This is an optimization exercise on Yosys and OpenROAD, whose aim is small area, a short achievable clock period and few clock cycles per item, not a production implementation.
Where RTL was checked, it was by simulation tests only, not by an equivalence proof against the original.
No activity file was given, so power comes from the tool's default toggle rates.

rev 12:
## MATRIX
module MATRIX(CLK, RESET, IN_VALID, IN, OUT_VALID, OUT);
input CLK;
input RESET;
input IN_VALID;
input [3:0] IN;
output reg OUT_VALID;
output [15:0] OUT;
reg [5:0] cnt;
reg [1:0] qa, qb, op;     
reg [2:0] ci, cj;         
reg [3:0] a [0:8];
reg [3:0] b [0:8];
reg [11:0] o;
assign OUT = {{4{o[11]}}, o};
integer n, n1;
always @(posedge CLK) begin
  if (cnt <= 6'd8 && (cnt != 6'd0 || IN_VALID)) begin
    for (n1 = 0; n1 < 8; n1 = n1 + 1) a[n1] <= a[n1+1];
    a[8] <= IN;
  end
  if (cnt >= 6'd9 && cnt <= 6'd17) begin
    for (n1 = 0; n1 < 8; n1 = n1 + 1) b[n1] <= b[n1+1];
    b[8] <= IN;
  end
end
reg f22, outmm, outas, outar, deta, detb;
always @(posedge CLK) begin
  f22 <= cnt == 6'd21;
  outmm <= cnt == 6'd21 || (cnt >= 6'd22 && cnt <= 6'd29 && opc == 2'd2);    
  outas <= cnt >= 6'd22 && cnt <= 6'd29 && !opc[1];                         
  outar <= cnt >= 6'd21 && cnt <= 6'd29;                                    
  deta <= cnt == 6'd8 || cnt == 6'd9 || cnt == 6'd12 || cnt == 6'd13 || cnt == 6'd16 || cnt == 6'd17;
  ...
Size in the first run: about 930 cells after synthesis, roughly 160 flip-flops, about 24 I/O pins, ~9700 µm² of cells after synthesis.
==> flow/config.mk <==
export PLATFORM = sky130hd
export DESIGN_NAME = MATRIX
export DESIGN_NICKNAME = MATRIX
export VERILOG_FILES = /design/flow/design.v
export SDC_FILE = /design/flow/constraint.sdc
export NUM_CORES = 4
export LEC_CHECK = 0
export CAP_MARGIN = 20
export CORE_MARGIN = 2
export CORE_UTILIZATION = 60
export CTS_BUF_LIST = sky130_fd_sc_hd__clkbuf_4 sky130_fd_sc_hd__clkbuf_8
export SETUP_SLACK_MARGIN = 5
export SLEW_MARGIN = 20
==> flow/constraint.sdc <==
create_clock -name core_clock -period 10.0 [get_ports {CLK}]
set_input_delay 2.0000 -clock core_clock [delete_from_list [all_inputs] [get_ports {CLK}]]
set_output_delay 2.0000 -clock core_clock [all_outputs]
set_load 0.01 [all_outputs]
standard.sh (not shown) runs the stock make flow with config.mk's settings and CLKGATE_MAP_FILE= SYNTH_SCRIPT=/design/flow/synth_recipe.tcl, a recipe that flattens the netlist after the stock synthesis.
==> flow/flow/run.sh <==
#!/bin/bash
set -euo pipefail
bash standard.sh SETUP_SLACK_MARGIN=6.9 "BUFFER_PORTS_ARGS=-buffer_cell sky130_fd_sc_hd__buf_2" finish > standard.log 2>&1
For rev 13, these inputs were changed with respect to rev 12:
-- flow/design.v --
<<< rev 12, line 104
wire [3:0] Bt1 = ({4{tau[1][0]}} & Bl0) | ({4{tau[1][1]}} & Bl1) | ({4{tau[1][2]}} & Bl2);
wire [3:0] Bt2 = ({4{tau[2][0]}} & Bl0) | ({4{tau[2][1]}} & Bl1) | ({4{tau[2][2]}} & Bl2);
wire nx0 = cnt == 6'd14, nx1 = cnt == 6'd17, nx2 = cnt == 6'd18 && !IN[0];
reg [3:0] X0, Y0, X1, Y1, X1D, X2, Y2;
wire c_1 = ~(X0[0] & Y0[3]) ^ (X0[1] & Y0[2]) ^ (X0[2] & Y0[1]);
>>> rev 13, line 104
wire [3:0] Bt1 = ({4{tau[1][0]}} & Bl0) | ({4{tau[1][1]}} & Bl1) | ({4{tau[1][2]}} & Bl2);
wire [3:0] Bt2 = ({4{tau[2][0]}} & Bl0) | ({4{tau[2][1]}} & Bl1) | ({4{tau[2][2]}} & Bl2);
wire nx0 = cnt == 6'd14, nx1 = cnt == 6'd17, nx2 = cnt == 6'd18;
reg [3:0] X0, Y0, X1, Y1, X1D, X2, Y2;
wire c_1 = ~(X0[0] & Y0[3]) ^ (X0[1] & Y0[2]) ^ (X0[2] & Y0[1]);
<<< rev 12, line 224
always @(posedge CLK) begin
  dP <= cnt == 6'd10 || cnt == 6'd11 || cnt == 6'd14 || cnt == 6'd15 || cnt == 6'd18 || cnt == 6'd19;
  keep <= cnt == 6'd13 || cnt == 6'd16 || cnt == 6'd17 || cnt == 6'd20 || cnt == 6'd21;
  invo <= cnt == 6'd21 && qa[0];
  oen <= cnt == 6'd12 || cnt == 6'd13 || cnt == 6'd16 || cnt == 6'd17 || cnt == 6'd20 || cnt == 6'd21 ||
         (cnt >= 6'd23 && cnt <= 6'd31 && op != 2'd3);
end
wire [11:0] ob = ((keep ? o : 12'd0) ^ {12{invo}}) | {8'd0, dP, 3'd0};
>>> rev 13, line 224
always @(posedge CLK) begin
  dP <= cnt == 6'd10 || cnt == 6'd11 || cnt == 6'd14 || cnt == 6'd15 || cnt == 6'd18 || cnt == 6'd19;
  keep <= cnt == 6'd13 || cnt == 6'd16 || cnt == 6'd17 || cnt == 6'd20 || cnt == 6'd21 || cnt == 6'd22;
  invo <= cnt == 6'd22;
  oen <= cnt == 6'd12 || cnt == 6'd13 || cnt == 6'd16 || cnt == 6'd17 || cnt == 6'd20 || cnt == 6'd21 ||
         (cnt == 6'd22 && qa[0]) || (cnt >= 6'd23 && cnt <= 6'd31 && op != 2'd3);
end
wire [11:0] ob = ((keep ? o : 12'd0) ^ {12{invo}}) | {8'd0, dP, 3'd0};
<<< rev 12, line 260
  end else begin
    if (cnt == 6'd0) cnt <= {5'd0, IN_VALID};
    else if (cnt == ((op == 2'd3) ? 6'd31 : 6'd33)) cnt <= 6'd0;
    else cnt <= cnt + 6'd1;
    OUT_VALID <= (cnt == 6'd22 && IN[1:0] == 2'd3) || (op == 2'd3 && cnt >= 6'd23 && cnt <= 6'd30) ||
                 (op != 2'd3 && cnt >= 6'd24 && cnt <= 6'd32);
  end
>>> rev 13, line 260
  end else begin
    if (cnt == 6'd0) cnt <= {5'd0, IN_VALID};
    else if (cnt == ((op == 2'd3) ? 6'd32 : 6'd33)) cnt <= 6'd0;
    else cnt <= cnt + 6'd1;
    OUT_VALID <= (op == 2'd3 && cnt >= 6'd23 && cnt <= 6'd31) ||
                 (op != 2'd3 && cnt >= 6'd24 && cnt <= 6'd32);
  end
- Rev 12 has higher combinational share of power than rev 13.
- Compared with rev 12, global-route wire length before repair in rev 13 decreased by a few percent.
- | number of detailed-routing iterations run before antenna repair | lower: rev 13 |
- Against rev 12, via count of the first global-routing pass in rev 13 fell slightly.
- Looking at routed wire length per instance, rev 13 sits about 0.8% lower than rev 12 does.
- On worst slew margin relative to its limit, rev 12 beats rev 13.
- [rev 13] via count of the routed design rose about 1% relative to rev 12
- Summary of rev 13 over rev 12: multi-input logic portion of the cell area decreased 0.23 points, total number of cells along the worst setup path -12, fraction of the core area covered by cells at the end of the flow dropped 0.95 points.
- The run showing the smaller cell area after layout is rev 13.
- Going from rev 12 to rev 13, the number of clock buffers in the layout was found to have gone up by 1.
Testbench counts of rev 13, summed over its fixed seeds: cycles 54,008, items 1,600.
Function not checked in rev 12: the RTL went through the layout flow alone.

what the ideal ports hide:
Ports are ideal in the flow. The routed layouts listed here were re-timed in OpenROAD. Step 1 assumes that a clkbuf_16 drives the clock port and a buf_2 every other input. Step 2, shift: input delay + t, output delay - t, t = (earliest + latest rising clock arrival at the registers) / 2. This alone moves slack from input paths to output paths. a / b / c = ideal / step 1 / step 2; a / b = the first two.
run | t, ns | setup WS [ns] | worst hold slack (ns) | worst data-port slew with drivers (ns)
rev 12 | 0.486 | 6.820 / 6.820 / 6.628 | 0.462 / 0.462 / 0.462 | 0.03
rev 13 | 0.507 | 6.903 / 6.862 / 6.600 | 0.454 / 0.454 / 0.454 | 0.03
After both steps setup and hold are still met in every run listed. The setup slack of rev 13, which loses most, moves by -0.041 ns with the drivers and by -0.303 ns with both steps.
